Source: an optimization exercise on an open RTL-to-GDS flow (aim: small area and a short achievable clock period). Production flows keep margins and buffers that such runs may drop. At most, simulation tests tie the RTL to the original design; equivalence was not proved. No functional check of the RTL was part of run 1. Power and IR drop assume default switching activity.

### design/flow/config.mk
export PLATFORM = sky130hd
export DESIGN_NAME = fpa
export DESIGN_NICKNAME = fpa
export VERILOG_FILES = /design/flow/design.v
export SDC_FILE = /design/flow/constraint.sdc
export NUM_CORES = 4
export LEC_CHECK = 0
export ABC_AREA = 1
export CAP_MARGIN = 20
export CORE_MARGIN = 2
export CORE_UTILIZATION = 40
export CTS_BUF_LIST = sky130_fd_sc_hd__clkbuf_8
export SETUP_SLACK_MARGIN = 2.7
export SLEW_MARGIN = 20
### design/flow/constraint.sdc
create_clock -name core_clock -period 5.0 [get_ports {clk}]
set_input_delay 1.0000 -clock core_clock [delete_from_list [all_inputs] [get_ports {clk}]]
set_output_delay 1.0000 -clock core_clock [all_outputs]
set_load 0.01 [all_outputs]
### design/flow/design.v
module fpa(
  input  wire        clk,
  input  wire        reset,
  input  wire [11:0] A,
  input  wire [11:0] B,
  input  wire [11:0] C,
  input  wire [11:0] D,
  input  wire        pushin,
  output reg         pushout,
  output reg  [11:0] Z
);
  function automatic ge5(input [4:0] a, input [4:0] b);
    reg [4:0] g, n; reg g43, n43, g21, n21, g4_1, n4_1;
    begin
      g = ~a & b; n = ~(a & ~b);
      g43 = g[4] | (n[4] & g[3]);  n43 = n[4] & n[3];
      g21 = g[2] | (n[2] & g[1]);  n21 = n[2] & n[1];
      g4_1 = g43 | (n43 & g21);    n4_1 = n43 & n21;
      ge5 = ~(g4_1 | (n4_1 & g[0]));
    end
  endfunction
  wire [4:0] eA = A[10:6], eB = B[10:6], eC = C[10:6], eD = D[10:6];
  wire gAB = ge5(eA, eB), gAC = ge5(eA, eC), gAD = ge5(eA, eD);
  wire gBC = ge5(eB, eC), gBD = ge5(eB, eD), gCD = ge5(eC, eD);
  wire selA = gAB & gAC & gAD;
  wire selB = ~gAB & gBC & gBD;
  wire selC = ~gAC & ~gBC & gCD;
  wire selD = ~gAD & ~gBD & ~gCD;
  wire [4:0] mx0 = ({5{selA}} & eA) | ({5{selB}} & eB) | ({5{selC}} & eC) | ({5{selD}} & eD);
  reg [5:0] f1A, f1B, f1C, f1D;
  reg [4:0] e1A, e1B, e1C, e1D, mx1;
  reg [3:0] s1;
  reg       v1;
  always @(posedge clk) begin
    f1A <= A[5:0]; f1B <= B[5:0]; f1C <= C[5:0]; f1D <= D[5:0];
    e1A <= eA; e1B <= eB; e1C <= eC; e1D <= eD;
    s1  <= {A[11], B[11], C[11], D[11]};
    mx1 <= mx0;
    v1  <= reset ? 1'b0 : pushin;
  end
  function automatic [10:0] align(input [5:0] f, input [4:0] e, input [4:0] mx);
    reg [4:0] sh; reg [10:0] v;
    begin
      sh = mx - e;
      v = (|e) ? {1'b1, f, 4'b0000} : 11'd0;
      v = sh[0] ? {1'b0, v[10:1]} : v;
      v = sh[1] ? {2'b0, v[10:2]} : v;
      v = sh[2] ? {4'b0, v[10:4]} : v;
      v = sh[3] ? {8'b0, v[10:8]} : v;
      align = sh[4] ? 11'd0 : v;
    end
  endfunction
  reg [10:0] t2A, t2B, t2C, t2D;
  reg [3:0]  s2;
  reg [4:0]  mx2;
  reg        v2;
  always @(posedge clk) begin
    t2A <= align(f1A, e1A, mx1);
    t2B <= align(f1B, e1B, mx1);
    t2C <= align(f1C, e1C, mx1);
    t2D <= align(f1D, e1D, mx1);
    s2  <= s1;
    mx2 <= mx1;
    v2  <= reset ? 1'b0 : v1;
  end
  wire [2:0]  nn2 = 3'd0 - (s2[3] + s2[2] + s2[1] + s2[0]);
  wire [13:0] q0 = {nn2,  t2A ^ {11{s2[3]}}};
  wire [13:0] q1 = {3'b0, t2B ^ {11{s2[2]}}};
  wire [13:0] q2 = {3'b0, t2C ^ {11{s2[1]}}};
  wire [13:0] q3 = {3'b0, t2D ^ {11{s2[0]}}};
  wire [13:0] a1 = q0 ^ q1 ^ q2;
  wire [13:0] b1 = {(q0[12:0] & q1[12:0]) | (q0[12:0] & q2[12:0]) | (q1[12:0] & q2[12:0]), s2[3]};
  wire [13:0] a2 = a1 ^ b1 ^ q3;
  wire [13:0] b2 = {(a1[12:0] & b1[12:0]) | (a1[12:0] & q3[12:0]) | (b1[12:0] & q3[12:0]), s2[2]};
  reg [13:0] g3, p3;
  reg [1:0]  s3;
  reg [4:0]  mx3;
  reg        v3;
  always @(posedge clk) begin
    g3  <= a2 & b2;
    p3  <= a2 ^ b2;
    s3  <= s2[1:0];
    mx3 <= mx2;
    v3  <= reset ? 1'b0 : v2;
  end
  reg [13:0] G, P;
  reg [13:0] Gn, Pn;
  integer i, lv;
  always @* begin
    G = g3; P = p3;
    G[0] = g3[0] | (p3[0] & s3[1]);
    P[0] = 1'b0;
    for (lv = 1; lv < 16; lv = lv * 2) begin
      Gn = G; Pn = P;
      for (i = 0; i < 14; i = i + 1)
        if ((i & lv) != 0) begin
          Gn[i] = G[i] | (P[i] & G[(i & ~(lv - 1)) - 1]);
          Pn[i] = P[i] & P[(i & ~(lv - 1)) - 1];
        end
      G = Gn; P = Pn;
    end
  end
  wire [13:0] cin = {G[12:0], s3[1]};
  wire [13:0] S   = p3 ^ cin;
  wire        sgn = S[13];
  reg [12:0] W4;
  reg        ci4, sgn4;
  reg [4:0]  mx4;
  reg        v4;
  always @(posedge clk) begin
    W4   <= S[12:0] ^ {13{sgn}};
    ci4  <= s3[0] ^ sgn;
    sgn4 <= sgn;
    mx4  <= mx3;
    v4   <= reset ? 1'b0 : v3;
  end
  wire [12:0] M;
  genvar gk;
  assign M[0] = W4[0] ^ ci4;
  generate for (gk = 1; gk < 13; gk = gk + 1) begin : g_inc
    assign M[gk] = W4[gk] ^ (ci4 & (&W4[gk-1:0]));
  end endgenerate
  wire        wz = ~|W4;
  wire        d3 = ~|W4[12:5];
  wire [12:0] L1 = d3 ? {W4[4:0], 8'd0} : W4;
  wire        d2 = ~|L1[12:9];
  wire [12:0] L2 = d2 ? {L1[8:0], 4'd0} : L1;
  wire        d1 = ~|L2[12:11];
  wire [12:0] L3 = d1 ? {L2[10:0], 2'd0} : L2;
  wire        d0 = ~L3[12];
  wire [13:0] N1 = d3 ? {M[5:0], 8'd0} : {1'b0, M};
  wire [13:0] N2 = d2 ? {N1[9:0], 4'd0} : N1;
  wire [13:0] N3 = d1 ? {N2[11:0], 2'd0} : N2;
  wire [13:0] N4 = d0 ? {N3[12:0], 1'b0} : N3;
  reg        sgn5, nz5, ov5;
  reg [5:0]  fr5;
  reg [3:0]  lz5;
  reg [4:0]  mx5;
  reg        v5;
  always @(posedge clk) begin
    sgn5 <= sgn4;
    nz5  <= ~wz | ci4;
    ov5  <= N4[13] | wz;             
    fr5  <= N4[13] ? 6'd0 : N4[11:6];
    lz5  <= wz ? 4'd13 : {d3, d2, d1, d0};
    mx5  <= mx4;
    v5   <= reset ? 1'b0 : v4;
  end
  wire signed [6:0] E = $signed({2'b00, mx5}) - $signed({3'b000, lz5}) + $signed({6'b0, ov5});
  wire [4:0] ef = E[4:0] + 5'd2;
  wire zero = ~nz5 | E[6];
  wire sat  = (E > 7'sd28) | ((E == 7'sd28) & fr5[5] & fr5[4] & (|fr5[3:0]));
  wire [11:0] res = zero ? 12'h000 : sat ? {sgn5, 5'b11110, 6'b110000} : {sgn5, ef, fr5};
  always @(posedge clk) begin
    Z       <= res;
    pushout <= reset ? 1'b0 : v5;
  end
endmodule
### design/flow/flow/run.sh
#!/bin/bash
set -euo pipefail
export BUFFER_PORTS_ARGS="-buffer_cell sky130_fd_sc_hd__buf_1"
bash standard.sh > standard.log 2>&1
### design/flow/standard.sh
#!/bin/bash
# synth_recipe.tcl (not shown) runs the flow's synth.tcl, then flattens the netlist and writes it again
# the make line also repeats each setting of config.mk as NAME=value (left out here)
make -C /OpenROAD-flow-scripts/flow DESIGN_CONFIG=/design/flow/config.mk WORK_HOME=/design/flow/orfs CLKGATE_MAP_FILE= SYNTH_SCRIPT=/design/flow/synth_recipe.tcl "${@:-finish}"
==> results of run 1 <==
## cell type report
cell class	instances	share of cell area [%]
clock buffer	17	2.12
tap	319	3.62
timing repair buffer	76	3.40
inverter	201	6.84
clock inverter	15	1.69
multi-input combinational	788	46.6
sequential	196	35.7
## cells by family (layout without fill, tap and decap cells)
group,after synthesis,in the layout
xor gates and xnor gates,87,87
AOI/OAI and AO/OA,156,156
buffers and inverters,217,309
and+or+nand+nor,468,469
DFF,196,196
adders and majority gates,73,73
muxes,3,3
## layout by cell type, fill, tap and decap left out, types with 6 or more instances in the layout
| cell | synthesis | layout |
|---|---|---|
| sky130_fd_sc_hd__nor3_1 | 19 | 19 |
| sky130_fd_sc_hd__o21ai_0 | 52 | 47 |
| sky130_fd_sc_hd__nor2_1 | 113 | 105 |
| sky130_fd_sc_hd__nand2_4 | 7 | 8 |
| sky130_fd_sc_hd__nand2_2 | 2 | 6 |
| sky130_fd_sc_hd__clkbuf_8 | 0 | 17 |
| sky130_fd_sc_hd__nand2_1 | 235 | 229 |
| sky130_fd_sc_hd__a21oi_1 | 35 | 34 |
| sky130_fd_sc_hd__xor2_1 | 32 | 26 |
| sky130_fd_sc_hd__fa_1 | 28 | 24 |
| sky130_fd_sc_hd__buf_4 | 2 | 9 |
| sky130_fd_sc_hd__buf_1 | 4 | 63 |
| sky130_fd_sc_hd__nor2_4 | 3 | 6 |
| sky130_fd_sc_hd__a31oi_1 | 7 | 7 |
| sky130_fd_sc_hd__inv_2 | 1 | 8 |
| sky130_fd_sc_hd__o221ai_1 | 6 | 6 |
| sky130_fd_sc_hd__nand4_1 | 11 | 11 |
| sky130_fd_sc_hd__xnor2_2 | 0 | 10 |
| sky130_fd_sc_hd__clkinv_8 | 0 | 7 |
| sky130_fd_sc_hd__ha_1 | 45 | 41 |
| sky130_fd_sc_hd__nand3_1 | 61 | 59 |
| sky130_fd_sc_hd__nor2_2 | 1 | 6 |
| sky130_fd_sc_hd__inv_1 | 198 | 192 |
| sky130_fd_sc_hd__dfxtp_1 | 196 | 188 |
| sky130_fd_sc_hd__xnor2_1 | 55 | 45 |
| sky130_fd_sc_hd__o21ai_1 | 15 | 19 |
| sky130_fd_sc_hd__o22ai_1 | 20 | 20 |
## cell usage after synthesis, drive strengths merged
| cell type | n | area share (%) |
|---|---|---|
| inv | 199 | 7.8 |
| o221ai | 6 | 0.55 |
| a221oi | 3 | 0.27 |
| o22ai | 20 | 1.3 |
| or2 | 5 | 0.33 |
| o21a | 1 | 0.078 |
| o21ai | 67 | 3.5 |
| nor2 | 118 | 5.0 |
| xnor2 | 55 | 5.0 |
| or3 | 1 | 0.065 |
| ha | 45 | 5.9 |
| nand2 | 244 | 10 |
| a21boi | 1 | 0.078 |
| fa | 28 | 5.8 |
| a21oi | 35 | 1.8 |
| a22oi | 3 | 0.23 |
| o211ai | 5 | 0.39 |
| nor4 | 2 | 0.13 |
| nand3b | 3 | 0.23 |
| clkbuf | 6 | 0.23 |
| nand4 | 11 | 0.72 |
| a31oi | 7 | 0.46 |
| xor2 | 32 | 2.9 |
| o21bai | 3 | 0.35 |
| a211oi | 2 | 0.16 |
| dfxtp | 196 | 41 |
| a21o | 3 | 0.23 |
| nand3 | 64 | 3.5 |
| nor3 | 19 | 0.99 |
| mux2i | 3 | 0.31 |
| clkinv | 2 | 0.078 |
| and3 | 1 | 0.065 |
| buf | 10 | 0.65 |
## power by group
group	total, W	internal (W)	switching, W	leakage (nW)
Sequential	0.00233	0.00205	0.000279	1.63
Clock	0.000995	0.000384	0.000611	0.201
Combinational	0.00369	0.00154	0.00215	3.33
## layer usage
metal / vias up / track usage [%]
met5: - / 0
met1: 3329 / 19.0
met3: 24 / 2.92
met4: 0 / 5.08
li1: 3955 / -
met2: 133 / 27.6
## per-stage QoR
stage	util, %	worst slack, ps	area, um2	hold WS [ps]
after floorplan	-	2760	9620	310
after global placement	43.2	2400	10200	311
after detailed placement	43.2	2400	10200	312
after CTS	45.2	2680	10600	331
after global routing	46.9	2620	11000	336
final	46.9	2760	11000	328
## worst min-delay path by stage
stage          slack (ps)  depth (start not counted)        endpoint
6_report              330                          0  mx4[4]$_DFF_P_
4_1_cts               330                          0  mx4[1]$_DFF_P_
5_1_grt               340                          0  mx4[1]$_DFF_P_
3_5_place_dp          310                          0  mx5[3]$_DFF_P_
2_1_floorplan         310                          0  mx3[0]$_DFF_P_
3_3_place_gp          310                          0  mx5[3]$_DFF_P_
## registers in the layout, indices dropped and copies added, names as in the netlist, 5 cells and up
signal	flops
mx1	5
p3	14
e1C	5
mx5	5
Z	12
t2C	11
t2B	11
f1A	6
f1D	6
f1B	6
e1A	5
g3	13
t2D	11
W4	13
mx3	5
f1C	6
mx2	5
mx4	5
e1D	5
e1B	5
t2A	11
fr5	6
## timing repair
item / in CTS / in global routing
gates cloned: 0 / 1
resized for setup: 12 / 68
setup buffers: 1 / 12
pin swaps: 1 / 22
endpoints found under the setup margin: 61 / 69
==> flow_results.org, run 1 <==
** Run status
- Status :: finished clean

** GRT
- Total grt overflow :: 0
- Antenna violations before repair :: 0
- Entering global routing, the biggest net connects 22 pins.
- First-pass GRT wire length :: ~33,000 um
- Total routing resource utilization after global routing :: 15.6%
- The number of global-route vias before repair was between 7,000 and 8,000.

** Die
- Placeable core region :: roughly 24,000 um2
- Floorplan die height :: 159 um
- In this run the core area contains 56 standard-cell rows.
- The floorplan step defined a die boundary enclosing roughly 25,000 um2.
- Once the floorplan was initialized, standard cells occupied about two fifths of the core.
- Die span in x :: between 150 and 200 um
- Top-level port count :: 64

** Routing
- Final routed wirelength across all metal layers :: 19,400 um
- After detailed routing, the average wire length per cell comes to 12.0 um.
- Number of violations reported at the end of detailed-routing iteration 0 :: 375
- Met2 routed WL :: 9650 um
- Top layer in use :: met4
- Detailed routing inserted a total of 7,441 vias.
- For this run, the detailed router's first-pass iteration total came to 5.
- Using the TritonRoute via totals, the vias-per-cell ratio works out to approximately 4.6.
- Wire segments on met3 add up to 588 um in the final route.
- Final antenna-violating net count :: 0
- For this block, wires on met1 add up to 8780 um.
- In the routed design, unresolved DRC markers number 0.

** Placement
- Routability-driven placement finished with a final weighted congestion of 0.925.
- Once detailed placement completed, the half-perimeter wirelength came to 15,300 um.
- Number of cells after detailed placement :: 1,566
- Count of buffers inserted at the top-level ports :: 63

** Power and ir drop
- Power spread over the standard cell area amounts to 636 nW/um2.
- Summing internal, switching and leakage power gives 0.00701 W.
- Peak VDD IR :: between 200 and 250 uV
- Leakage Power :: 5.16 nW

** Synth
- When the netlist entered floorplanning its net count stood at roughly 1,300.
- Largest family of logic cells by synthesized area :: simple AND/OR/NAND/NOR gates
- Post-Synth Adder-Cell Area :: 11.7%
- After synthesis the cells add up to between 9000 and 10,000 um2.
- For this run, the number of Yosys warnings is 1.
- Portion of the post-synthesis area used by sequential elements :: approximately two fifths
- Synthesized-area fraction occupied by and/or/nand/nor cells :: 21.2%
- Distinct cell type count of the synthesized netlist :: between 40 and 50
- Average cell area after synthesis :: 8.02 um2
- In this run, synthesis produced a sequential element count of 196.
- Post-synthesis compound-gate area fraction :: under 10%
- Synthesis produced 1,200 cells.
- In the synthesized netlist, mux cells make up 0.312% of the area.
- Synthesized-area fraction occupied by xor and xnor cells :: under 10%

** Cells and area
- Sequential cell area in the final layout :: 3940 um2
- Number of inserted diodes :: 0
- In the final layout, the multi-input gates occupy 5140 um2.
- Post-route insts no fill :: approximately 1,600
- Relative area change from synthesis to final layout :: 14.7%
- Share of post-route cells with drive strength above 1 :: 9.90%
- FILL cells :: 2,394
- In the final design database the tool counted 1,404 nets.

** Critical path
- At the worst endpoint, the required time is around 5400 ps.
- STA classifies the critical path endpoint as a flip-flop.
- The most critical setup path has its startpoint at mx5[0]$_DFF_P_.
- Together, buffers and inverters on the worst path number 3.
- The number of cells on the worst reg-to-reg path is 11.
- Setup slack, reg-to-reg :: 2760 ps
- Reg-to-reg critical path startpoint :: mx5[0]$_DFF_P_
- The slowest stage of the critical path belongs to the cell sky130_fd_sc_hd__fa_2.
- Ordered cell list for the critical path :: inv_1 > ha_2 > fa_2 > inv_1 > ha_4 > nand4_1 > nor2_1 > o21ai_2 > inv_2 > nand2_2 > nor2_1
- Counting buffers and inverters, the worst setup path is 11 cells deep.
- Delay of the slowest critical-path stage :: 430 ps
- Of all nets on the critical path, the largest fanout is 6.
- Data arrives at the worst endpoint at 2650 ps.
- Startpoint Class :: flip-flop
- The endpoint identified for the worst register-to-register timing path is Z[0]$_SDFF_PP0_.
- Among cell families on the critical path, the largest total delay comes from adder cells.
- Class of the most critical setup path :: flip-flop to flip-flop
- The critical path ends at Z[0]$_SDFF_PP0_.

** Timing
- Adding up every negative setup slack in the final design gives 0 ps.
- Relative slew slack :: 61.1%
- Min Tclk post-route :: 2240 ps
- Setup violation total in the final timing report :: 0
- Transition time at the pin with the least slew margin :: 578 ps
- RSZ-0062 raised after global routing :: true
- The final hold violation count was 0.
- The number of max-slew violations in the final report was 0.
- Ratio of final minimum period to clock period :: 44.8%
- Peak clock frequency supported by timing :: roughly 450 MHz
- Worst Skew :: around 21 ps

** Worst hold path
- The worst hold path belongs to the class flip-flop to flip-flop.
- Startpoint of the lowest-slack hold path :: mx3[4]$_DFF_P_

** Clock tree
- CTS tree :: yes
- Clock Pin Slew Worst Setup and Hold Paths :: about 120 ps
- Maximum clock path buffer count :: 2
- The H-tree was split into 4 levels.
- For the worst-skew pair, the clock arrives at the later sink with an insertion delay of between 400 and 500 ps.
- CTS sink cnt :: between 150 and 200
- Cts bufs inserted :: 17
- Buffers inserted to repair hold after CTS numbered 0.
- CTS Root Cell :: sky130_fd_sc_hd__clkbuf_8

** Run
- Count of max-cap constraint violations :: 0
==> run 2: changes to the inputs <==
--- a/design/flow/design.v
+++ b/design/flow/design.v
@@ -52,6 +52,7 @@
   endfunction
   reg [10:0] t2A, t2B, t2C, t2D;
   reg [3:0]  s2;
+  reg [2:0]  nn2;
   reg [4:0]  mx2;
   reg        v2;
   always @(posedge clk) begin
@@ -60,10 +61,10 @@
     t2C <= align(f1C, e1C, mx1);
     t2D <= align(f1D, e1D, mx1);
     s2  <= s1;
+    nn2 <= 3'd0 - (s1[3] + s1[2] + s1[1] + s1[0]);
     mx2 <= mx1;
     v2  <= reset ? 1'b0 : v1;
   end
-  wire [2:0]  nn2 = 3'd0 - (s2[3] + s2[2] + s2[1] + s2[0]);
   wire [13:0] q0 = {nn2,  t2A ^ {11{s2[3]}}};
   wire [13:0] q1 = {3'b0, t2B ^ {11{s2[2]}}};
   wire [13:0] q2 = {3'b0, t2C ^ {11{s2[1]}}};
==> design/flow/flow/run.sh (replaced) <==
#!/bin/bash
set -euo pipefail
export BUFFER_PORTS_ARGS="-buffer_cell sky130_fd_sc_hd__buf_1"
export CTS_ARGS="-sink_clustering_enable -repair_clock_nets -dont_use_dummy_load -buf_list sky130_fd_sc_hd__clkbuf_8"
bash standard.sh > standard.log 2>&1
==> run 2 against run 1 <==
Worst hold slack got worse by 25 ps. Final area decreased by 2.1%. Register-to-register slack got worse by 30 ps. Via count increased by 0.12%. Flip-flop and latch count increased by 3. Clock power decreased by 24%. Critical path depth unchanged.
==> flow_results.org, run 2 <==
** Critical path
- The startpoint identified for the worst register-to-register timing path is mx5[0]$_DFF_P_.
- Tracing the worst setup path back leads to its startpoint at mx5[0]$_DFF_P_.
- Length in cells of the worst reg-to-reg path :: 11
- Worst flop-to-flop path endpoint :: Z[3]$_SDFF_PP0_
- The worst setup path is launched from a flip-flop.
- STA classifies the critical path endpoint as a flip-flop.
- STA puts the critical path data arrival time at approximately 2700 ps.
- In this run the worst path has a maximum fanout of 5.
- Data on the critical path is required at its endpoint by approximately 5400 ps.
- Together, buffers and inverters on the worst path number 2.
- Ordered cell list for the critical path :: inv_2 > ha_4 > fa_2 > o21ai_1 > xor2_1 > buf_4 > xnor2_1 > nor2_1 > nor2_1 > nand2_2 > nor2_1
- Delay of the slowest critical-path stage :: 380 ps
- Worst path slowest cell :: sky130_fd_sc_hd__fa_2
- The cell that appears most often on the critical path is sky130_fd_sc_hd__nor2_1.
- Class of the most critical setup path :: flip-flop to flip-flop
- Top delay family on crit path :: adder cells
- Setup slack, reg-to-reg :: 2730 ps

** Power and ir drop
- The internal portion of the total power is roughly 0.0038 W.
- Flop pwr share :: 35.3%
- Peak VDD IR :: 215 uV
- Power density normalized to cell area :: 613 nW/um2
- The analysis attributes to cell leakage a power of 5.10 nW.
- Part of the power in combinational logic :: 53.2%
- Of the total power, the share spent switching nets is 42.3%.
- Fraction of power consumed by the clock network :: approximately 11%
- For this design the total switching power over the nets is roughly 0.0028 W.

** Synth
- Counting every net in the synthesized netlist gives 1,327.
- Share of flip-flops with an asynchronous set or reset :: 0%
- Average cell area after synthesis :: 8.02 um2
- Number of warnings printed during yosys synthesis :: 1
- Portion of the post-synthesis area used by sequential elements :: 41.3%
- Area of the mapped netlist :: between 9000 and 10,000 um2
- In this run the biggest area consumer among cell types represents 41.3% of the synthesized area.
- By count the netlist is led by 243 x sky130_fd_sc_hd__nand2_1, 199 x sky130_fd_sc_hd__dfxtp_1, 196 x sky130_fd_sc_hd__inv_1.
- For this run, the leading register cell type out of synthesis is sky130_fd_sc_hd__dfxtp_1.
- Among all cell types in the netlist, the one instantiated most often is sky130_fd_sc_hd__nand2_1.
- Count of flip-flops with a built-in enable after synthesis :: 0
- The netlist uses 47 different library cells.
- Ranked by total cell area, the synthesized netlist is headed by sky130_fd_sc_hd__dfxtp_1 41%, sky130_fd_sc_hd__nand2_1 9.5%, sky130_fd_sc_hd__inv_1 7.6%.
- After synthesis the netlist holds a flip-flop and latch count of 199.
- Largest area contributor in the synthesized netlist :: sky130_fd_sc_hd__dfxtp_1
- Instance count of the mapped netlist :: between 1,000 and 1,500

** Cells and area
- The largest registers in the layout are p3 (14), W4 (13), g3 (13).
- From synthesis to final layout, the design area changed by 12.0%.
- The register with the most flip-flops in the layout has 14 of them.
- Final standard cell area without fillers :: 10,800 um2
- The number of antenna diodes in the final layout is 0.
- Most common library cell in the layout ignoring fill and taps :: sky130_fd_sc_hd__nand2_1
- Cells with a size suffix above 1 make up around 9.0% of the layout.
- p3 holds more flip-flops than any other register.
- Most frequent cells in the layout :: 238 x sky130_fd_sc_hd__nand2_1, 193 x sky130_fd_sc_hd__dfxtp_1, 188 x sky130_fd_sc_hd__inv_1
- Final net count :: between 1,000 and 1,500

** Placement
- At the end of routability-driven placement, the weighted congestion stood at ~0.92.
- Post-Place Setup Slack :: 2420 ps
- Placed inst area :: 10,200 um2
- Count of buffers inserted at the top-level ports :: between 60 and 70
- DP Wirelength :: roughly 15,000 um

** Clock tree
- Clock Latency Late Sink :: 450 ps
- Cts bufs inserted :: 17
- CTS Root Cell :: sky130_fd_sc_hd__clkbuf_8
- CTS tree :: yes
- Clock-pin slew was measured on the worst setup and hold paths at about 100 ps.
- CTS sink cnt :: 199
- Hold-fix buffers, CTS :: 0
- Deepest level of the CTS H-tree :: 4
- In this run the deepest clock path goes through 2 buffers.

** Routing
- Routed length per instance :: 12.1 um
- DR DRC count :: 0
- Number of detailed-routing iterations run before antenna repair :: 6
- In the routed layout, each cell is associated on average with a via count of 4.64.
- Number of violations reported at the end of detailed-routing iteration 0 :: 319
- Across all layers, the routed design uses ~7,500 vias.
- Final antenna-violating net count :: 0
- For this block, the routed nets add up to 19,500 um of wire.

** Timing
- Worst Skew :: 40.6 ps
- Max-slew violation count :: 0
- Summed over all failing endpoints, the final setup total negative slack is 0 ps.
- Setup repair after global routing could not meet its margin everywhere.
- Based on the critical path, the design can be clocked at up to 441 MHz.
- Min Tclk post-route :: 2270 ps
- Setup violation total in the final timing report :: 0
- Hold violation count in the final report :: 0
- For the pin with the worst max-slew slack, the measured transition is 610 ps.
- PnR worst setup slack :: 2730 ps
- Relative slew slack :: approximately 59%
- Ratio of final minimum period to clock period :: 45.3%

** GRT
- First-pass GRT wire length :: 32,600 um
- Maximum number of pins on one net before global-route repair :: 19
- The number of global-route vias before repair came to 7,102.
- Summed over all layers, the global routing overflow is 0.
- Total routing resource utilization after global routing :: between 10% and 20%
- Antenna violations before repair :: 0

** Die
- The core region is 23,500 um2.
- Initial core utilization :: 41.0%
- During I/O placement, the number of pins put on the boundary was 64.
- Die outline area :: between 20,000 and 30,000 um2
- From left edge to right edge, the die measures 159 um.
- # rows :: 56
- Measured along the y axis, the die boundary spans around 160 um.

** Worst hold path
- In this run the most critical hold path is launched from nn2[2]$_DFF_P_.
- Worst min-delay path endpoint :: p3[13]$_DFF_P_
- Along the worst hold path, the cell count comes to 0.
- The tightest min-delay check is of the flip-flop to flip-flop type.

** Run
- Count of max-cap constraint violations :: 0

** Run status
- The flow ran to the end and the layout has no timing, DRC or antenna violations.
## run 2: metrics by stage
step | std cells | utilization, % | hold slack [ps] | power [W]
after floorplan | 1203 | - | 310 | 0.00490
after global placement | 1571 | 43.3 | 310 | 0.00555
after detailed placement | 1571 | 43.3 | 314 | 0.00561
after CTS | 1591 | 44.7 | 302 | 0.00646
after global routing | 1606 | 45.9 | 301 | 0.00737
final | 1606 | 45.9 | 302 | 0.00662
## run 2: repair_timing
item / 4_1_cts / 5_1_grt
endpoints found under the setup margin: 56 / 69
setup buffers: 2 / 15
pin swaps: 3 / 27
resized for setup: 18 / 53
gates cloned: 1 / 0
## run 2: kinds of logic (layout without fill, tap and decap cells)
group	after synthesis	after routing	synth area share (%)
AND/OR/NAND/NOR	473	474	21.2
adder cells (fa/ha/maj)	73	73	11.6
multiplexers	2	2	0.208
AO/OA/AOI/OAI	152	152	8.99
buffers and inverters	216	299	8.68
XOR/XNOR	88	88	7.99
flip-flops	199	199	41.3
## run 2: power groups by stage
stage	logic, W	clock network, W	registers (W)
final	0.00353	0.000758	0.00234
after global placement	0.00318	0	0.00237
after global routing	0.00412	0.000854	0.00239
after detailed placement	0.00323	0	0.00237
after floorplan	0.00259	0	0.00230
after CTS	0.00333	0.000791	0.00234
## run 2: layer usage
layer	wire (um)	track usage (%)	up-vias
li1	-	-	3939
met2	9590	28.1	141
met1	9010	19.1	3349
met5	0	0	-
met3	627	2.97	21
met4	244	4.30	0
## run 2: worst max-delay path by stage
stage	to	slack (ps)	depth (start not counted)
2_1_floorplan	p3[1]$_DFF_P_	2790	6
3_3_place_gp	mx1[2]$_DFF_P_	2460	9
3_5_place_dp	mx1[4]$_DFF_P_	2420	9
4_1_cts	W4[11]$_DFF_P_	2660	15
5_1_grt	Z[3]$_SDFF_PP0_	2590	11
6_report	Z[3]$_SDFF_PP0_	2730	11
## run 2: layout make-up
class	instances	area, um2
clock buffer	17	234
timing repair buffer	80	379
multi-input combinational	789	5030
fill	2406	12700
tap	319	399
sequential	199	4000
inverter	202	761
==> run 3: changes to the inputs <==
==> design/flow/flow/run.sh (replaced) <==
#!/bin/bash
set -euo pipefail
export BUFFER_PORTS_ARGS="-buffer_cell sky130_fd_sc_hd__buf_1"
bash standard.sh > standard.log 2>&1
--- a/design/flow/config.mk
+++ b/design/flow/config.mk
@@ -8,7 +8,7 @@
 export ABC_AREA = 1
 export CAP_MARGIN = 20
 export CORE_MARGIN = 2
-export CORE_UTILIZATION = 40
+export CORE_UTILIZATION = 30
 export CTS_BUF_LIST = sky130_fd_sc_hd__clkbuf_8
 export SETUP_SLACK_MARGIN = 2.7
 export SLEW_MARGIN = 20
==> run 3 against run 2 <==
Area after synthesis unchanged. Combinational power about the same. Power up 2.6%. Fmax down 0.75%. Final area up 1.9%. Clock skew down 27 ps. Non-clock buffer count down 4. Via count up 0.48%. Wire length up 2.2%. Core utilization down 11 points. Largest cell class unchanged. Largest power group unchanged.
==> flow_results.org, run 3 <==
** Run status
- Status :: finished clean

** Routing
- DR DRC count :: 0
- Final antenna-violating net count :: 0
- Routed length per instance :: roughly 12 um
- For this block, the via count after detailed routing is approximately 7,500.
- Routed via count divided by cell count :: 4.41
- For this run, the detailed router's first-pass iteration total came to 4.
- Final routed wirelength across all metal layers :: 19,900 um
- The first routing iteration left 304 violations.

** Clock tree
- The clock drives 199 sinks.
- TritonCTS built the clock tree.
- Clock Pin Slew Worst Setup and Hold Paths :: 100 ps
- Clock Latency Late Sink :: 480 ps
- Deepest level of the CTS H-tree :: 4
- The longest clock path from root to sink contains 2 buffers.
- Hold-fix buffers, CTS :: 0
- The number of clock buffers added by TritonCTS is 17.
- CTS placed an instance of sky130_fd_sc_hd__clkbuf_8 at the clock tree root.

** Cells and area
- Post-layout util :: a little over a third
- The post-route netlist has 9.64% of its cells at a drive strength greater than 1.
- Most common library cell in the layout ignoring fill and taps :: sky130_fd_sc_hd__nand2_1
- The register with the most flip-flops in the layout has 14 of them.
- Counting flops per register, the top entry is p3.
- Relative area change from synthesis to final layout :: 14.2%
- In the layout the commonest cells are 238 x sky130_fd_sc_hd__nand2_1, 192 x sky130_fd_sc_hd__dfxtp_1, 191 x sky130_fd_sc_hd__inv_1.
- The number of antenna diodes in the final layout is 0.
- FILL cells :: 3,287
- The largest registers in the layout are p3 (14), W4 (13), g3 (13).
- For this run, the post-layout net count is 1,409.

** Synth
- Ranking of synthesized cells by area :: sky130_fd_sc_hd__dfxtp_1 41%, sky130_fd_sc_hd__nand2_1 9.5%, sky130_fd_sc_hd__inv_1 7.6%
- After synthesis, the share of flip-flops with an asynchronous set or reset is 0%.
- For this run, the number of Yosys warnings is 1.
- After synthesis, the mean cell area works out to 8.02 um2.
- Counting flops with a built-in enable in the synthesized netlist gives 0.
- The most common cell in the synthesized netlist is sky130_fd_sc_hd__nand2_1.
- Instance count of the mapped netlist :: 1,203
- Portion of the post-synthesis area used by sequential elements :: 41.3%
- After synthesis the netlist holds a flip-flop and latch count of 199.
- Among all flip-flop cells after synthesis, the most frequent one is sky130_fd_sc_hd__dfxtp_1.
- In this run the biggest area consumer among cell types represents 41.3% of the synthesized area.
- Area of the mapped netlist :: 9650 um2
- Largest area contributor in the synthesized netlist :: sky130_fd_sc_hd__dfxtp_1
- The commonest cells after synthesis are 243 x sky130_fd_sc_hd__nand2_1, 199 x sky130_fd_sc_hd__dfxtp_1, 196 x sky130_fd_sc_hd__inv_1.
- Distinct cell type count of the synthesized netlist :: 47
- Post-Synthesis Net Count :: between 1,000 and 1,500

** Critical path
- Setup slack, reg-to-reg :: ~2700 ps
- Startpoint Class :: flip-flop
- The critical path is of the flip-flop to flip-flop type.
- Worst flop-to-flop path endpoint :: p3[10]$_DFF_P_
- In this run the worst path has a maximum fanout of 12.
- For the worst flop-to-flop path, the logic depth is 5.
- The worst setup path is captured at a flip-flop.
- Crit path DAT :: around 2700 ps
- Worst Path Required :: 5360 ps
- Reg-to-reg critical path startpoint :: s2[2]$_DFF_P_

** Timing
- Setup violation total in the final timing report :: 0
- Hold violation count in the final report :: 0
- Worst Skew :: between 10 and 15 ps
- Setup repair after global routing could not meet its margin everywhere.
- Relative slew slack :: 57.3%
- The number of max-slew violations in the final report is 0.
- For the pin with the worst max-slew slack, the measured transition is 640 ps.
- Subtracting the final worst setup slack from the clock period gives 2280 ps.
- After layout, the worst path uses between 40% and 50% of the clock period.
- Total negative setup slack :: 0 ps
- Derived from the worst setup path, the maximum achievable clock frequency is 438 MHz.

** Die
- In this run the standard cell core region covers 31,600 um2.
- Floorplan die height :: 183 um
- The die covers ~34,000 um2.
- Die span in x :: 183 um
- In this run the count of I/O pins placed on the die edge is 64.
- Row generation in the floorplan step produced 65 rows.
- Initial core utilization :: 30.5%

** Worst hold path
- Worst min-delay path endpoint :: mx5[0]$_DFF_P_
- The tightest min-delay check is of the flip-flop to flip-flop type.
- Along the worst hold path, the cell count comes to 0.
- Startpoint of the lowest-slack hold path :: mx4[0]$_DFF_P_

** Power and ir drop
- In this run the power density over the cells is around 600 nW/um2.
- Leakage Power :: a little over 5 nW
- Across the VDD grid, the largest voltage drop is 236 uV.

** Placement
- Count of buffers inserted at the top-level ports :: 63
- DP Wirelength :: 15,500 um
- Routability-driven placement finished with a final weighted congestion of 0.907.

** GRT
- Total grt overflow :: 0
- First-pass GRT wire length :: approximately 33,000 um
- The number of antenna violations at the first check in global routing is 0.
- Entering global routing, the biggest net connects 17 pins.
- Global routing consumed, over all layers together, about an eighth of the routing resources.
- Via count of the first global-routing pass :: 7,171

** Run
- Across the run, the number of max-cap violations was 0.
==> run 3: cell counts after synthesis <==
Identical to the previous run, type by type.
==> run 3: final cells by class <==
| class | count | area (um2) | share of cell area [%] |
|---|---|---|---|
| clock buffer | 18 | 248 | 2.25 |
| clock inverter | 13 | 109 | 0.989 |
| tap | 402 | 503 | 4.57 |
| inverter | 202 | 764 | 6.94 |
| timing repair buffer | 76 | 338 | 3.07 |
| multi-input combinational | 789 | 5050 | 45.9 |
| sequential | 199 | 4000 | 36.3 |
==> run 3: worst max-delay path by stage <==
| stage | startpoint | slack, ps | depth (start not counted) | to |
|---|---|---|---|---|
| after CTS | p3[0]$_DFF_P_ | 2680 | 14 | ci4$_DFF_P_ |
| after global routing | p3[0]$_DFF_P_ | 2650 | 14 | W4[3]$_DFF_P_ |
| final | s2[2]$_DFF_P_ | 2720 | 5 | p3[10]$_DFF_P_ |
| after detailed placement | A[9] | 2380 | 9 | mx1[4]$_DFF_P_ |
| after floorplan | s2[3]$_DFF_P_ | 2790 | 6 | p3[1]$_DFF_P_ |
| after global placement | A[9] | 2400 | 9 | mx1[2]$_DFF_P_ |
==> run 3: what timing repair did <==
action | 4_1_cts | 5_1_grt
endpoints found under the setup margin | 58 | 77
setup buffers | 2 | 11
cloned | 1 | 0
gates resized for setup | 15 | 57
pin swaps | 4 | 17
==> run 3: kinds of logic (layout without fill, tap and decap cells) <==
| kind of cell | count (synthesis) | after routing | share of synthesized area (%) |
|---|---|---|---|
| simple gates | 473 | 474 | 21.2 |
| buf+inv | 216 | 309 | 8.68 |
| flops | 199 | 199 | 41.3 |
| compound gates | 152 | 152 | 8.99 |
| xor+xnor | 88 | 88 | 7.99 |
| fa+ha+maj | 73 | 73 | 11.6 |
| mux | 2 | 2 | 0.208 |
==> run 3: worst max-delay path, cell delays in order, from the launching register on <==
cell and delay, ps:
sky130_fd_sc_hd__dfxtp_4 430, sky130_fd_sc_hd__xnor2_1 430, sky130_fd_sc_hd__fa_1 510, sky130_fd_sc_hd__fa_1 490, sky130_fd_sc_hd__inv_1 50, sky130_fd_sc_hd__ha_1 270
==> run 3: metrics by stage <==
stage / instance area [um2] / hold slack [ps] / total power [W] / std cells / setup slack (ps)
6_report: 11000 / 326 / 0.00680 / 1699 / 2720
5_1_grt: 11000 / 336 / 0.00754 / 1699 / 2650
4_1_cts: 10700 / 329 / 0.00663 / 1688 / 2680
3_5_place_dp: 10300 / 312 / 0.00560 / 1654 / 2380
3_3_place_gp: 10300 / 313 / 0.00554 / 1654 / 2400
2_1_floorplan: 9650 / 310 / 0.00490 / 1203 / 2790
==> run 3: where the power goes <==
group | switching (W) | leakage [nW] | internal, W | total, W
Combinational | 0.00208 | 3.30 | 0.00142 | 0.00350
Sequential | 0.000267 | 1.66 | 0.00208 | 0.00234
Clock | 0.000550 | 0.179 | 0.000400 | 0.000950
Total | 0.00290 | 5.14 | 0.00389 | 0.00680
==> run 3: routing by layer <==
layer / vias to the layer above / wire length [um] / global-route usage, %
li1: 3948 / - / -
met1: 3368 / 8980 / 14.9
met2: 145 / 9750 / 21.7
met3: 25 / 758 / 2.90
met4: 0 / 409 / 4.29
met5: - / 0 / 0
==> run 4: changes to the inputs <==
--- a/design/flow/config.mk
+++ b/design/flow/config.mk
@@ -8,7 +8,7 @@
 export ABC_AREA = 1
 export CAP_MARGIN = 20
 export CORE_MARGIN = 2
-export CORE_UTILIZATION = 30
+export CORE_UTILIZATION = 40
 export CTS_BUF_LIST = sky130_fd_sc_hd__clkbuf_8
-export SETUP_SLACK_MARGIN = 2.7
+export SETUP_SLACK_MARGIN = 2.5
 export SLEW_MARGIN = 20
==> run 4 against run 3 <==
Critical path depth increased by 6. Synthesized cell count unchanged. Combinational power decreased by 6.9%. Area after synthesis unchanged. First-iteration DRC count increased by 16%. Final area decreased by 3.1%. Wire length decreased by 3.1%. Non-clock buffer count decreased by 12. Global-route usage increased by 3.2 points. Sequential power about the same. Power decreased by 2.3%. Die area decreased by 24%.
==> flow_results.org, run 4 <==
** Power and ir drop
- Per report_power, the combinational group accounts for 49.0% of the total.
- Internal power comes to 0.00381 W.
- Power density normalized to cell area :: ~620 nW/um2
- Net switching is a little over two fifths of the power.
- VDD sags by at most 230 uV.
- Per report_power, the sequential group accounts for a little over a third of the total.
- Leakage Power :: 5.08 nW
- The analysis attributes to net switching a power of 0.00283 W.
- The clock network is responsible for ~16% of the overall power.

** Clock tree
- For the worst-skew pair, the clock arrives at the later sink with an insertion delay of roughly 470 ps.
- Maximum clock path buffer count :: 2
- For this design, the CTS-stage hold fixing added 0 buffers.
- Cts bufs inserted :: 17
- CTS sink cnt :: 199
- The H-tree was split into 4 levels.
- After clock tree synthesis, the clock-pin slew on the worst setup and hold paths is 110 ps.
- CTS placed an instance of sky130_fd_sc_hd__clkbuf_8 at the clock tree root.
- CTS tree :: yes

** GRT
- Via count of the first global-routing pass :: 7,129
- Global-route track usage on met2 :: a little over a quarter
- Met3 routing resource usage after global routing :: 3.26%
- Total grt overflow :: 0
- Global routing consumed, over all layers together, 15.6% of the routing resources.
- In the global route stage, met1 resource usage came out at 19.1%.
- GRT busiest layer :: met2
- The first global-routing pass estimated 32,600 um of wire.
- Antenna violations before repair :: 0
- Maximum number of pins on one net before global-route repair :: 20

** Cells and area
- Leaving out fill and tap cells, the most frequent cell in the layout is sky130_fd_sc_hd__nand2_1.
- Relative area change from synthesis to final layout :: 10.6%
- Final net count :: about 1,400
- More flip-flops sit in one register than any other, and that register is p3.
- Leaving out fill and tap cells, the most frequent cells in the layout are 242 x sky130_fd_sc_hd__nand2_1, 196 x sky130_fd_sc_hd__dfxtp_1, 195 x sky130_fd_sc_hd__inv_1.
- Counting the fill cells in the layout gives 2,443.
- The largest registers in the layout are p3 (14), W4 (13), g3 (13).
- The register with the most flip-flops in the layout has 14 of them.
- Once layout is complete, the utilization of the core stands at a little under half.
- Number of inserted diodes :: 0
- With fillers left out, the area of the finished cells amounts to around 11,000 um2.
- Share of post-route cells with drive strength above 1 :: 5.60%

** Placement
- DP Wirelength :: 15,400 um
- Count of buffers inserted at the top-level ports :: 63
- Global placement routability congestion :: 0.923
- Placed inst area :: 10,200 um2

** Timing
- In the finished design, the share of the clock period the worst path needs comes to a little under half.
- Hold violation count in the final report :: 0
- The worst pin sits at a relative slew slack of 59.1%.
- RSZ-0062 raised after global routing :: false
- Counting I/O delays and the setup requirement, the final critical path takes 2290 ps.
- Peak clock frequency supported by timing :: approximately 440 MHz
- Total negative setup slack :: 0 ps
- Transition time at the pin with the least slew margin :: 613 ps
- Worst Hold Margin :: 331 ps
- The number of max-slew violations in the final report was 0.
- On the final layout, the worst clock skew is roughly 18 ps.
- Setup violation total in the final timing report :: 0

** Critical path
- Worst path slowest cell :: sky130_fd_sc_hd__ha_1
- First element of the critical path :: lz5[2]$_SDFF_PN1_
- Data on the critical path arrives at its endpoint at around 2700 ps.
- STA puts the critical path data required time at 5380 ps.
- Of all nets on the critical path, the largest fanout is 6.
- Top delay family on crit path :: compound AO/OA/AOI/OAI gates
- On the worst path, the slowest cell contributes a delay of 340 ps.
- CP bufs+invs :: 3
- The setup path with the least slack is of type flip-flop to flip-flop.
- The worst setup path is captured at a flip-flop.
- The worst register-to-register path begins at lz5[2]$_SDFF_PN1_.
- The critical path goes through inv_1 > ha_1 > a21o_1 > o21ai_0 > nand2_1 > nor2_1 > inv_1 > o21ai_1 > inv_1 > nand2_1 > nor2_1.
- The worst setup path is launched from a flip-flop.
- In this design, the critical path's most frequently occurring cell is sky130_fd_sc_hd__inv_1.

** Synth
- Synthesis-stage register bit count :: between 150 and 200
- In this run, synthesis inferred 0 flip-flops with an integrated enable.
- sky130_fd_sc_hd__dfxtp_1 takes more of the synthesized area than any other cell.
- Number of warnings printed during yosys synthesis :: 1
- By area the synthesized netlist is led by sky130_fd_sc_hd__dfxtp_1 41%, sky130_fd_sc_hd__nand2_1 9.5%, sky130_fd_sc_hd__inv_1 7.6%.
- After synthesis the cells add up to slightly below 10,000 um2.
- Dividing the synthesized area by the synthesized cell count gives 8.02 um2.
- Share of flip-flops with an asynchronous set or reset :: 0%
- Distinct cell type count of the synthesized netlist :: 47
- Predominant post-synthesis flop cell :: sky130_fd_sc_hd__dfxtp_1
- Portion of the post-synthesis area used by sequential elements :: between 40% and 50%
- The commonest cells after synthesis are 243 x sky130_fd_sc_hd__nand2_1, 199 x sky130_fd_sc_hd__dfxtp_1, 196 x sky130_fd_sc_hd__inv_1.
- Most frequently used cell type in the post-synthesis netlist :: sky130_fd_sc_hd__nand2_1
- Synthesis produced 1,203 cells.
- Post-Synthesis Net Count :: approximately 1,300
- Proportion of netlist area held by the largest area contributor :: 41.3%

** Die
- The die covers between 20,000 and 30,000 um2.
- In this run the horizontal extent of the chip is 159 um.
- Floorplan die height :: 159 um
- 64 I/O pins were placed.
- Initial core utilization :: 41.0%
- After floorplanning, the core was divided into 56 placement rows.
- The core region is 23,500 um2.

** Run status
- Status :: finished clean

** Routing
- Final antenna-violating net count :: 0
- For this block, the initial DRC count from the detailed router was approximately 350.
- In the final routed layout, each cell accounts on average for 12.0 um.
- Final routed wirelength across all metal layers :: just under 20,000 um
- The pre-antenna-repair detailed-routing pass consisted of 6 iterations.
- Routed via count divided by cell count :: 4.63
- For this run, design rule violations remaining after detail routing come to 0.
- Total number of vias :: 7,424

** Worst hold path
- The startpoint identified for the worst hold timing path is mx4[3]$_DFF_P_.
- Type of the worst min-delay path :: flip-flop to flip-flop

** Run
- Count of max-cap constraint violations :: 0
## run 4: power by group through the flow
stage / combinational [W] / sequential, W / clock (W)
after floorplan: 0.00259 / 0.00230 / 0
after global placement: 0.00318 / 0.00237 / 0
after detailed placement: 0.00324 / 0.00238 / 0
after CTS: 0.00326 / 0.00234 / 0.00109
after global routing: 0.00383 / 0.00239 / 0.00116
final: 0.00326 / 0.00233 / 0.00105
## run 4: worst register-to-register path: stages (launching register included)
cell and delay [ps]:
sky130_fd_sc_hd__dfxtp_1 330, sky130_fd_sc_hd__inv_1 40, sky130_fd_sc_hd__ha_1 340, sky130_fd_sc_hd__a21o_1 190, sky130_fd_sc_hd__o21ai_0 340, sky130_fd_sc_hd__nand2_1 90, sky130_fd_sc_hd__nor2_1 180, sky130_fd_sc_hd__inv_1 60
sky130_fd_sc_hd__o21ai_1 240, sky130_fd_sc_hd__inv_1 160, sky130_fd_sc_hd__nand2_1 180, sky130_fd_sc_hd__nor2_1 60
## run 4: path summary, 6_finish.rpt
path | end | slack, ps | cells after the start
setup / recovery | Z[1]$_SDFF_PP0_ | 2710 | 11
hold reg to reg | mx5[3]$_DFF_P_ | 330 | 0
setup reg to reg | Z[1]$_SDFF_PP0_ | 2710 | 11
hold / removal | mx5[3]$_DFF_P_ | 330 | 0
## run 4: logic make-up after synthesis
kind of cell | share of synthesized area, %
flip-flops | 41.3
AO/OA/AOI/OAI | 8.99
buffers and inverters | 8.68
multiplexers | 0.208
XOR/XNOR | 7.99
adder cells (fa/ha/maj) | 11.6
AND/OR/NAND/NOR | 21.2
## run 4: repair_timing
item	in CTS	in global routing
setup endpoints to repair	5	35
resized for setup	1	9
setup buffers	0	1
gates cloned	0	1
pin swaps	0	3
## run 4: per-stage QoR
stage	power [W]	cells	setup WS (ps)
finish	0.00664	1605	2710
global route	0.00737	1605	2500
CTS	0.00669	1603	2530
detailed placement	0.00561	1571	2460
global placement	0.00555	1571	2430
floorplan	0.00490	1203	2540
## run 4: cell type report
type / count / area (um2) / area share (%)
clock buffers: 17 / 234 / 2.19
clock inverters: 15 / 186 / 1.75
inverters: 202 / 761 / 7.13
multi-input cells: 789 / 4860 / 45.5
flip-flops and latches: 199 / 3990 / 37.4
well taps: 319 / 399 / 3.74
repair buffers: 64 / 244 / 2.29
## run 4: layer usage
metal / share of wire (%) / routed length [um]
met1: 46 / 8810
met3: 3.7 / 710
met4: 2.8 / 547
met2: 48 / 9230
met5: 0 / 0
==> run 5: changes to the inputs <==
==> design/flow/flow/run.sh (replaced) <==
#!/bin/bash
set -euo pipefail
export BUFFER_PORTS_ARGS="-buffer_cell sky130_fd_sc_hd__buf_1"
export CTS_ARGS="-sink_clustering_enable -repair_clock_nets -dont_use_dummy_load -sink_clustering_size 30 -sink_clustering_max_diameter 120 -buf_list sky130_fd_sc_hd__clkbuf_8"
bash standard.sh > standard.log 2>&1
--- a/design/flow/config.mk
+++ b/design/flow/config.mk
@@ -10,5 +10,5 @@
 export CORE_MARGIN = 2
 export CORE_UTILIZATION = 40
 export CTS_BUF_LIST = sky130_fd_sc_hd__clkbuf_8
-export SETUP_SLACK_MARGIN = 2.5
+export SETUP_SLACK_MARGIN = 2.7
 export SLEW_MARGIN = 20
==> run 5 against run 4 <==
Sequential share of layout area decreased by 0.38 points. Area after synthesis unchanged. Register-to-register slack better by 30 ps. Wire length up 0.95%. Worst hold slack lost 29 ps. Global-route usage hardly changed. Core utilization grew 0.57 points. Critical endpoint is now Z[3]$_SDFF_PP0_. Largest cell class unchanged. Final area grew 1.3%.
==> flow_results.org, run 5 <==
** Critical path
- Among cell families on the critical path, the largest total delay comes from adder cells.
- In this design, the critical path's most frequently occurring cell is sky130_fd_sc_hd__nor2_1.
- Top fanout value on the critical path :: 5
- Worst Path Required :: 5390 ps
- Delay of the slowest critical-path stage :: 380 ps
- CP bufs+invs :: 2
- For this design, the slowest cell found on the critical path is sky130_fd_sc_hd__fa_2.
- The worst setup path is captured at a flip-flop.
- Crit path DAT :: around 2700 ps
- Class of the most critical setup path :: flip-flop to flip-flop
- The worst setup path is launched from a flip-flop.
- Traced cell by cell, the critical path runs through inv_2 > ha_4 > fa_2 > o21ai_1 > xor2_1 > buf_4 > xnor2_1 > nor2_1 > nor2_1 > nand2_2 > nor2_1.

** Synth
- Largest area contributor in the synthesized netlist :: sky130_fd_sc_hd__dfxtp_1
- Average cell area after synthesis :: around 8.0 um2
- Largest family of logic cells by synthesized area :: simple AND/OR/NAND/NOR gates
- Of the post-synthesis cell area, the dominant cell type holds 41.3%.
- Post-Synthesis Net Count :: 1,327
- In this run, synthesis produced a sequential element count of approximately 200.
- Sequential elements use 41.3% of the synthesized area.
- Area of the mapped netlist :: approximately 9600 um2
- After Yosys synthesis, XOR and XNOR cells account for 7.99% of the synthesized area.
- In the post-synthesis netlist, the cell with the most instances is sky130_fd_sc_hd__nand2_1.
- After synthesis, the most frequently instantiated cells are 243 x sky130_fd_sc_hd__nand2_1, 199 x sky130_fd_sc_hd__dfxtp_1, 196 x sky130_fd_sc_hd__inv_1.
- In this run, distinct cell masters in the synthesized netlist total 47.
- In the post-synthesis netlist, the biggest area contributors are sky130_fd_sc_hd__dfxtp_1 41%, sky130_fd_sc_hd__nand2_1 9.5%, sky130_fd_sc_hd__inv_1 7.6%.
- Share of flip-flops with an asynchronous set or reset :: 0%
- Number of warnings printed during yosys synthesis :: 1
- Of the total synthesized cell area, the portion taken by AND, OR, NAND and NOR gates is 21.2%.
- After synthesis, the share of cell area in mux cells is 0.208%.
- Count of flip-flops with a built-in enable after synthesis :: 0
- Instance count of the mapped netlist :: 1,203
- After Yosys synthesis, full adders, half adders and majority gates account for 11.6% of the synthesized area.
- Post-synthesis compound-gate area fraction :: roughly 9%
- Predominant post-synthesis flop cell :: sky130_fd_sc_hd__dfxtp_1

** Die
- The die is 159 um wide.
- Initial core utilization :: 41.0%
- The die covers roughly 25,000 um2.
- Top-level port count :: 64
- Measured along the y axis, the die boundary spans 159 um.
- # rows :: 56
- Placeable core region :: between 20,000 and 25,000 um2

** Routing
- Detailed routing inserted a total of about 7,500 vias.
- Final routed wirelength across all metal layers :: roughly 20,000 um
- In this run, the number of DRC markers left after iteration 0 of detailed routing was 319.
- Final antenna-violating net count :: 0
- The first detailed-routing pass ran for 6 iterations.
- In the routed layout, each cell is associated on average with a via count of between 4 and 5.
- Routed length per instance :: 12.1 um
- After detailed routing, the number of remaining DRC violations is 0.

** Power and ir drop
- Power density normalized to cell area :: 613 nW/um2
- Net switching is between 40% and 50% of the power.
- In this run, the clock network consumes 11.4% of the power.
- VDD sags by at most 215 uV.
- The analysis attributes to net switching a power of 0.00280 W.
- The share of total power dissipated in sequential elements is 35.3%.
- In this run the static leakage power is 5.10 nW.
- Part of the power in combinational logic :: 53.2%
- Internal cell power :: 0.00382 W
- Total power :: 0.00662 W

** Cells and area
- Of the cells placed in the final design, the portion with a size suffix greater than 1 is 9.01%.
- Number of inserted diodes :: 0
- The net count of the finished layout is 1,413.
- Flip-flop count of the largest register, all copies and words added :: 14
- Most frequent cells in the layout :: 238 x sky130_fd_sc_hd__nand2_1, 193 x sky130_fd_sc_hd__dfxtp_1, 188 x sky130_fd_sc_hd__inv_1
- Relative area change from synthesis to final layout :: 12.0%
- More flip-flops sit in one register than any other, and that register is p3.
- The library cell used most frequently in the layout, excluding fill and tap cells, is sky130_fd_sc_hd__nand2_1.
- Largest registers ranked by flip-flop count :: p3 (14), W4 (13), g3 (13)

** Run
- The tool flagged a number of max-cap violations equal to 0.

** Timing
- After layout, the worst setup slack is 2730 ps.
- Setup violations remaining at the end of the flow were counted as 0.
- The number of max-slew violations in the final report was 0.
- Static timing analysis puts the maximum clock frequency at 441 MHz.
- For the final routed database, the setup TNS stands at 0 ps.
- Worst Skew :: 40.6 ps
- Hold violation count in the final report :: 0
- Ratio of final minimum period to clock period :: between 40% and 50%
- Transition time at the pin with the least slew margin :: 610 ps
- The worst pin sits at a relative slew slack of 59.3%.
- RSZ-0062 raised after global routing :: true
- After layout, the minimum clock period comes to around 2300 ps.

** Placement
- The wire-length estimate of the detail-placed layout is 15,300 um.
- Global placement routability congestion :: 0.916
- During placement, the flow inserted port buffers numbering 63.
- OpenSTA, run right after detailed placement, puts the worst setup slack at 2420 ps.

** Clock tree
- The tree is rooted in a sky130_fd_sc_hd__clkbuf_8.
- Deepest level of the CTS H-tree :: 4
- Maximum clock path buffer count :: 2
- TritonCTS built the clock tree.
- After clock tree synthesis, the clock-pin slew on the worst setup and hold paths is 100 ps.
- At the later pin of the worst-skew pair, clock insertion delay measures 450 ps.
- The number of clock buffers added by TritonCTS is 17.
- Buffers inserted to repair hold after CTS numbered 0.
- The clock net in this run drives a total of between 150 and 200 sinks.

** GRT
- First-pass GRT wire length :: 32,600 um
- Via count of the first global-routing pass :: 7,102
- The number of antenna violations at the first check in global routing was 0.
- Total routing resource utilization after global routing :: around 16%
- Maximum number of pins on one net before global-route repair :: 19
- After global routing the overflow that remains totals 0.

** Run status
- The run finished with no timing, DRC or antenna violations.

** Worst hold path
- In this run the worst hold path is classified as flip-flop to flip-flop.
run 5: cell counts after synthesis:
No cell type changed its count.
run 5: worst paths after layout:
kind / from / end / slack [ps] / cells past startpoint
setup / recovery: mx5[0]$_DFF_P_ / Z[3]$_SDFF_PP0_ / 2730 / 11
hold / removal: nn2[2]$_DFF_P_ / p3[13]$_DFF_P_ / 300 / 0
setup reg to reg: mx5[0]$_DFF_P_ / Z[3]$_SDFF_PP0_ / 2730 / 11
hold reg to reg: nn2[2]$_DFF_P_ / p3[13]$_DFF_P_ / 300 / 0
run 5: through the flow:
step | instances | hold WS [ps] | utilization [%] | area, um2
final | 1606 | 302 | 45.9 | 10800
after global routing | 1606 | 301 | 45.9 | 10800
after CTS | 1591 | 302 | 44.7 | 10500
after detailed placement | 1571 | 314 | 43.3 | 10200
after global placement | 1571 | 310 | 43.3 | 10200
after floorplan | 1203 | 310 | - | 9650
run 5: timing repair:
action,in CTS,in global routing
buffers inserted,2,15
hold endpoints to repair,0,0
setup endpoints to repair,56,69
pin swaps,3,27
gates resized for setup,18,53
gates cloned,1,0
run 5: routing by layer:
layer / GRT usage (%) / share of wire [%]
met1: 19.1 / 46
met2: 28.1 / 49
met3: 2.97 / 3.2
met4: 4.30 / 1.3
met5: 0 / 0
run 5: power by group through the flow:
stage | clock [W] | sequential (W) | combinational [W]
final | 0.000758 | 0.00234 | 0.00353
after global routing | 0.000854 | 0.00239 | 0.00412
after CTS | 0.000791 | 0.00234 | 0.00333
after detailed placement | 0 | 0.00237 | 0.00323
after global placement | 0 | 0.00237 | 0.00318
after floorplan | 0 | 0.00230 | 0.00259
run 5: worst register-to-register path: stages, from the launching register on:
cell and delay (ps):
sky130_fd_sc_hd__dfxtp_2 340, sky130_fd_sc_hd__inv_2 40, sky130_fd_sc_hd__ha_4 160, sky130_fd_sc_hd__fa_2 380, sky130_fd_sc_hd__o21ai_1 180, sky130_fd_sc_hd__xor2_1 320, sky130_fd_sc_hd__buf_4 200, sky130_fd_sc_hd__xnor2_1 130
sky130_fd_sc_hd__nor2_1 60, sky130_fd_sc_hd__nor2_1 160, sky130_fd_sc_hd__nand2_2 120, sky130_fd_sc_hd__nor2_1 110
run 5: logic make-up after synthesis:
| kind of cell | Yosys count |
|---|---|
| buffers and inverters | 216 |
| AOI/OAI and AO/OA | 152 |
| and+or+nand+nor | 473 |
| muxes | 2 |
| DFF | 199 |
| adders and majority gates | 73 |
| xor gates and xnor gates | 88 |
run 5: final cells by class:
| class | instances | area, um2 |
|---|---|---|
| Inverter | 202 | 761 |
| Multi-Input combinational cell | 789 | 5030 |
| Timing Repair Buffer | 80 | 379 |
| Fill cell | 2406 | 12700 |
| Clock buffer | 17 | 234 |
| Sequential cell | 199 | 4000 |
| Tap cell | 319 | 399 |
==> run 6: changes to the inputs <==
--- a/design/flow/design.v
+++ b/design/flow/design.v
@@ -122,13 +122,14 @@
     assign M[gk] = W4[gk] ^ (ci4 & (&W4[gk-1:0]));
   end endgenerate
   wire        wz = ~|W4;
-  wire        d3 = ~|W4[12:5];
-  wire [12:0] L1 = d3 ? {W4[4:0], 8'd0} : W4;
-  wire        d2 = ~|L1[12:9];
-  wire [12:0] L2 = d2 ? {L1[8:0], 4'd0} : L1;
-  wire        d1 = ~|L2[12:11];
-  wire [12:0] L3 = d1 ? {L2[10:0], 2'd0} : L2;
-  wire        d0 = ~L3[12];
+  reg [3:0] lzw;
+  integer q;
+  always @* begin
+    lzw = 4'd15;
+    for (q = 0; q < 13; q = q + 1)
+      if (W4[q]) lzw = 4'd12 - q;
+  end
+  wire d3 = lzw[3], d2 = lzw[2], d1 = lzw[1], d0 = lzw[0];
   wire [13:0] N1 = d3 ? {M[5:0], 8'd0} : {1'b0, M};
   wire [13:0] N2 = d2 ? {N1[9:0], 4'd0} : N1;
   wire [13:0] N3 = d1 ? {N2[11:0], 2'd0} : N2;
@@ -147,11 +148,12 @@
     mx5  <= mx4;
     v5   <= reset ? 1'b0 : v4;
   end
-  wire signed [6:0] E = $signed({2'b00, mx5}) - $signed({3'b000, lz5}) + $signed({6'b0, ov5});
-  wire [4:0] ef = E[4:0] + 5'd2;
-  wire zero = ~nz5 | E[6];
-  wire sat  = (E > 7'sd28) | ((E == 7'sd28) & fr5[5] & fr5[4] & (|fr5[3:0]));
-  wire [11:0] res = zero ? 12'h000 : sat ? {sgn5, 5'b11110, 6'b110000} : {sgn5, ef, fr5};
+  wire [6:0] e7 = {2'b00, mx5} + {6'd0, ov5} + 7'd2 - {3'b000, lz5};
+  wire zero  = ~nz5 | e7[6] | ~|e7[5:1];                    
+  wire sathi = ~e7[6] & (e7[5] | &e7[4:0]);                  
+  wire e30   = ~e7[6] & ~e7[5] & (e7[4:0] == 5'd30);
+  wire sat   = sathi | (e30 & fr5[5] & fr5[4] & (|fr5[3:0]));
+  wire [11:0] res = zero ? 12'h000 : sat ? {sgn5, 5'b11110, 6'b110000} : {sgn5, e7[4:0], fr5};
   always @(posedge clk) begin
     Z       <= res;
     pushout <= reset ? 1'b0 : v5;
==> design/flow/flow/run.sh (replaced) <==
#!/bin/bash
set -euo pipefail
export BUFFER_PORTS_ARGS="-buffer_cell sky130_fd_sc_hd__buf_1"
export CTS_ARGS="-sink_clustering_enable -repair_clock_nets -dont_use_dummy_load -buf_list sky130_fd_sc_hd__clkbuf_8"
bash standard.sh > standard.log 2>&1
--- a/design/flow/config.mk
+++ b/design/flow/config.mk
@@ -8,7 +8,7 @@
 export ABC_AREA = 1
 export CAP_MARGIN = 20
 export CORE_MARGIN = 2
-export CORE_UTILIZATION = 40
+export CORE_UTILIZATION = 30
 export CTS_BUF_LIST = sky130_fd_sc_hd__clkbuf_8
 export SETUP_SLACK_MARGIN = 2.7
 export SLEW_MARGIN = 20
==> run 6 against run 5 <==
Fmax grew 1.1%. Clock skew shrank 6.0 ps. Flip-flop and latch count is the same. Register-to-register slack gained 20 ps. Cell count grew 0.62%. Largest cell class unchanged. Combinational power shrank 8.2%. Via count shrank 4.5%. Count of clock-buffer cells in the layout is the same. Die area grew 30%.
==> flow_results.org, run 6 <==
** Die
- Die span in x :: 181 um
- Die outline area :: between 30,000 and 40,000 um2
- Placeable core region :: 30,800 um2
- Initial core utilization :: 30.6%

** Routing
- Final antenna-violating net count :: 0
- Number of violations reported at the end of detailed-routing iteration 0 :: between 200 and 250
- Total number of vias :: between 7,000 and 8,000
- DR DRC count :: 0
- Routed length per instance :: 11.9 um

** Clock tree
- In this run the clock root is driven by a sky130_fd_sc_hd__clkbuf_8.
- CTS tree :: yes
- Maximum clock path buffer count :: 2
- The clock reaches the later pin of the worst-skew pair after 470 ps.
- For this design, the sink count on the clock tree is roughly 200.

** Timing
- The final hold violation count was 0.
- In the finished design, the share of the clock period the worst path needs comes to 44.8%.
- Summed over all failing endpoints, the final setup total negative slack is 0 ps.
- For the pin with the worst max-slew slack, the measured transition is 622 ps.
- After layout, the worst setup slack is roughly 2800 ps.
- Max-slew violation count :: 0
- Between clock sinks in the finished design, the worst skew comes to ~35 ps.
- Timing would allow up to roughly 450 MHz.

** Synth
- Summing the sequential cell areas from Yosys gives between 40 and 50% of the chip area.
- Synthesis-stage register bit count :: approximately 200
- Largest area contributor in the synthesized netlist :: sky130_fd_sc_hd__dfxtp_1
- Instance count of the mapped netlist :: roughly 1,100
- In this run the biggest area consumer among cell types represents between 40% and 50% of the synthesized area.
- Among all flip-flop cells after synthesis, the most frequent one is sky130_fd_sc_hd__dfxtp_1.
- Number of warnings printed during yosys synthesis :: 1

** Cells and area
- FILL cells :: 3,202
- Flip-flop count of the largest register, all copies and words added :: 14
- Final net count :: 1,350
- Largest registers ranked by flip-flop count :: p3 (14), W4 (13), g3 (13)

** Critical path
- Startpoint Class :: flip-flop
- Delay of the slowest critical-path stage :: 320 ps
- The critical path in this run is classified as flip-flop to flip-flop.
- Top fanout value on the critical path :: 7
- Critical Path Sink Type :: flip-flop

** Placement
- Post-Place Setup Slack :: 2330 ps
- During placement, the flow inserted port buffers numbering 63.
- DP Wirelength :: 15,200 um

** Worst hold path
- Worst hold path stage count :: 0

** GRT
- Total routing resource utilization after global routing :: 12.1%
- The number of global-route vias before repair came to 7,111.
- Summed over all layers, the global routing overflow is 0.

** Power and ir drop
- Peak VDD IR :: ~200 uV
- Leakage Power :: around 4.9 nW

** Run status
- Status :: finished clean

** Run
- Across the run, the number of max-cap violations was 0.
-- run 6: cell types whose count changed after synthesis, moves of 5 or more --
cell                      previous run  this run
sky130_fd_sc_hd__a21oi_1            41        35
sky130_fd_sc_hd__inv_1             196       170
sky130_fd_sc_hd__nand2_1           243       238
sky130_fd_sc_hd__nand3_1            54        66
sky130_fd_sc_hd__nand4_1            11        18
sky130_fd_sc_hd__nor2_1            106        95
sky130_fd_sc_hd__nor3_1             26        12
sky130_fd_sc_hd__o21ai_0            56        51
sky130_fd_sc_hd__xnor2_1            55        64
sky130_fd_sc_hd__xor2_1             33        20
-- run 6: worst paths after layout --
check	start	end	slack (ps)
worst max-delay path	p3[0]$_DFF_P_	W4[10]$_DFF_P_	2760
worst max register to register	p3[0]$_DFF_P_	W4[10]$_DFF_P_	2760
worst min-delay path	nn2[2]$_DFF_P_	p3[13]$_DFF_P_	330
worst min register to register	nn2[2]$_DFF_P_	p3[13]$_DFF_P_	330
-- run 6: what timing repair did --
item | CTS | global route
cloned | 0 | 1
gates resized for setup | 9 | 39
setup buffers | 1 | 5
setup endpoints to repair | 39 | 67
pin swaps | 3 | 13
-- run 6: per-layer routing --
| metal | GRT usage, % | vias to the layer above | part of all wire [%] | wire length, um |
|---|---|---|---|---|
| met5 | 0 | - | 0 | 0 |
| met4 | 4.81 | 0 | 2.1 | 406 |
| li1 | - | 3767 | - | - |
| met3 | 2.49 | 23 | 3.6 | 685 |
| met2 | 22.0 | 114 | 50 | 9660 |
| met1 | 13.7 | 3214 | 44 | 8470 |
-- run 6: area by class of cell --
| class | instances | area [um2] | area share (%) |
|---|---|---|---|
| Timing Repair Buffer | 69 | 285 | 2.70 |
| Sequential cell | 199 | 3990 | 37.7 |
| Multi-Input combinational cell | 759 | 4910 | 46.4 |
| Clock buffer | 17 | 234 | 2.21 |
| Tap cell | 396 | 495 | 4.68 |
| Inverter | 176 | 663 | 6.27 |
-- run 6: worst reg2reg max path: stages (launching register included) --
cell                       delay, ps
sky130_fd_sc_hd__dfxtp_2         320
sky130_fd_sc_hd__ha_2            170
sky130_fd_sc_hd__or2_4           230
sky130_fd_sc_hd__ha_4            150
sky130_fd_sc_hd__or2_4           250
sky130_fd_sc_hd__nand3_2          60
sky130_fd_sc_hd__nand2_2          70
sky130_fd_sc_hd__nand3_2          90
sky130_fd_sc_hd__nand3_4         100
sky130_fd_sc_hd__nand3_4          80
sky130_fd_sc_hd__nand3b_1        210
sky130_fd_sc_hd__buf_6           210
sky130_fd_sc_hd__nand2_8          90
sky130_fd_sc_hd__xor2_1          130
-- run 6: logic make-up (layout without fill, tap and decap cells) --
| family | Yosys count | in the layout | share of synthesized area, % |
|---|---|---|---|
| adders and majority gates | 77 | 77 | 12.4 |
| DFF | 199 | 199 | 42.2 |
| AOI/OAI and AO/OA | 133 | 133 | 7.92 |
| buffers and inverters | 191 | 262 | 7.80 |
| xor gates and xnor gates | 84 | 84 | 7.79 |
| and+or+nand+nor | 462 | 463 | 21.5 |
| muxes | 2 | 2 | 0.344 |
-- run 6: metrics by stage --
stage          instance area [um2]  hold WS (ps)  cells
2_1_floorplan                 9450           310   1148
3_3_place_gp                 10100           314   1592
3_5_place_dp                 10100           312   1592
4_1_cts                      10400           331   1610
5_1_grt                      10600           324   1616
6_report                     10600           329   1616
-- run 6: where the power goes --
| group | switching, W | total, W | leakage, nW | internal (W) |
|---|---|---|---|---|
| Combinational | 0.00191 | 0.00324 | 3.09 | 0.00134 |
| Sequential | 0.000274 | 0.00236 | 1.66 | 0.00209 |
| Clock | 0.000475 | 0.000776 | 0.122 | 0.000301 |
| Total | 0.00266 | 0.00638 | 4.87 | 0.00372 |

Re-timed with assumed drivers on the ports (clkbuf_16 on the clock, buf_2 on other inputs), run 6 has 2.759 ns of setup slack against 2.759 ns with ideal ports, and 2.499 ns once port delays also move by the mid clock arrival of 0.495 ns.
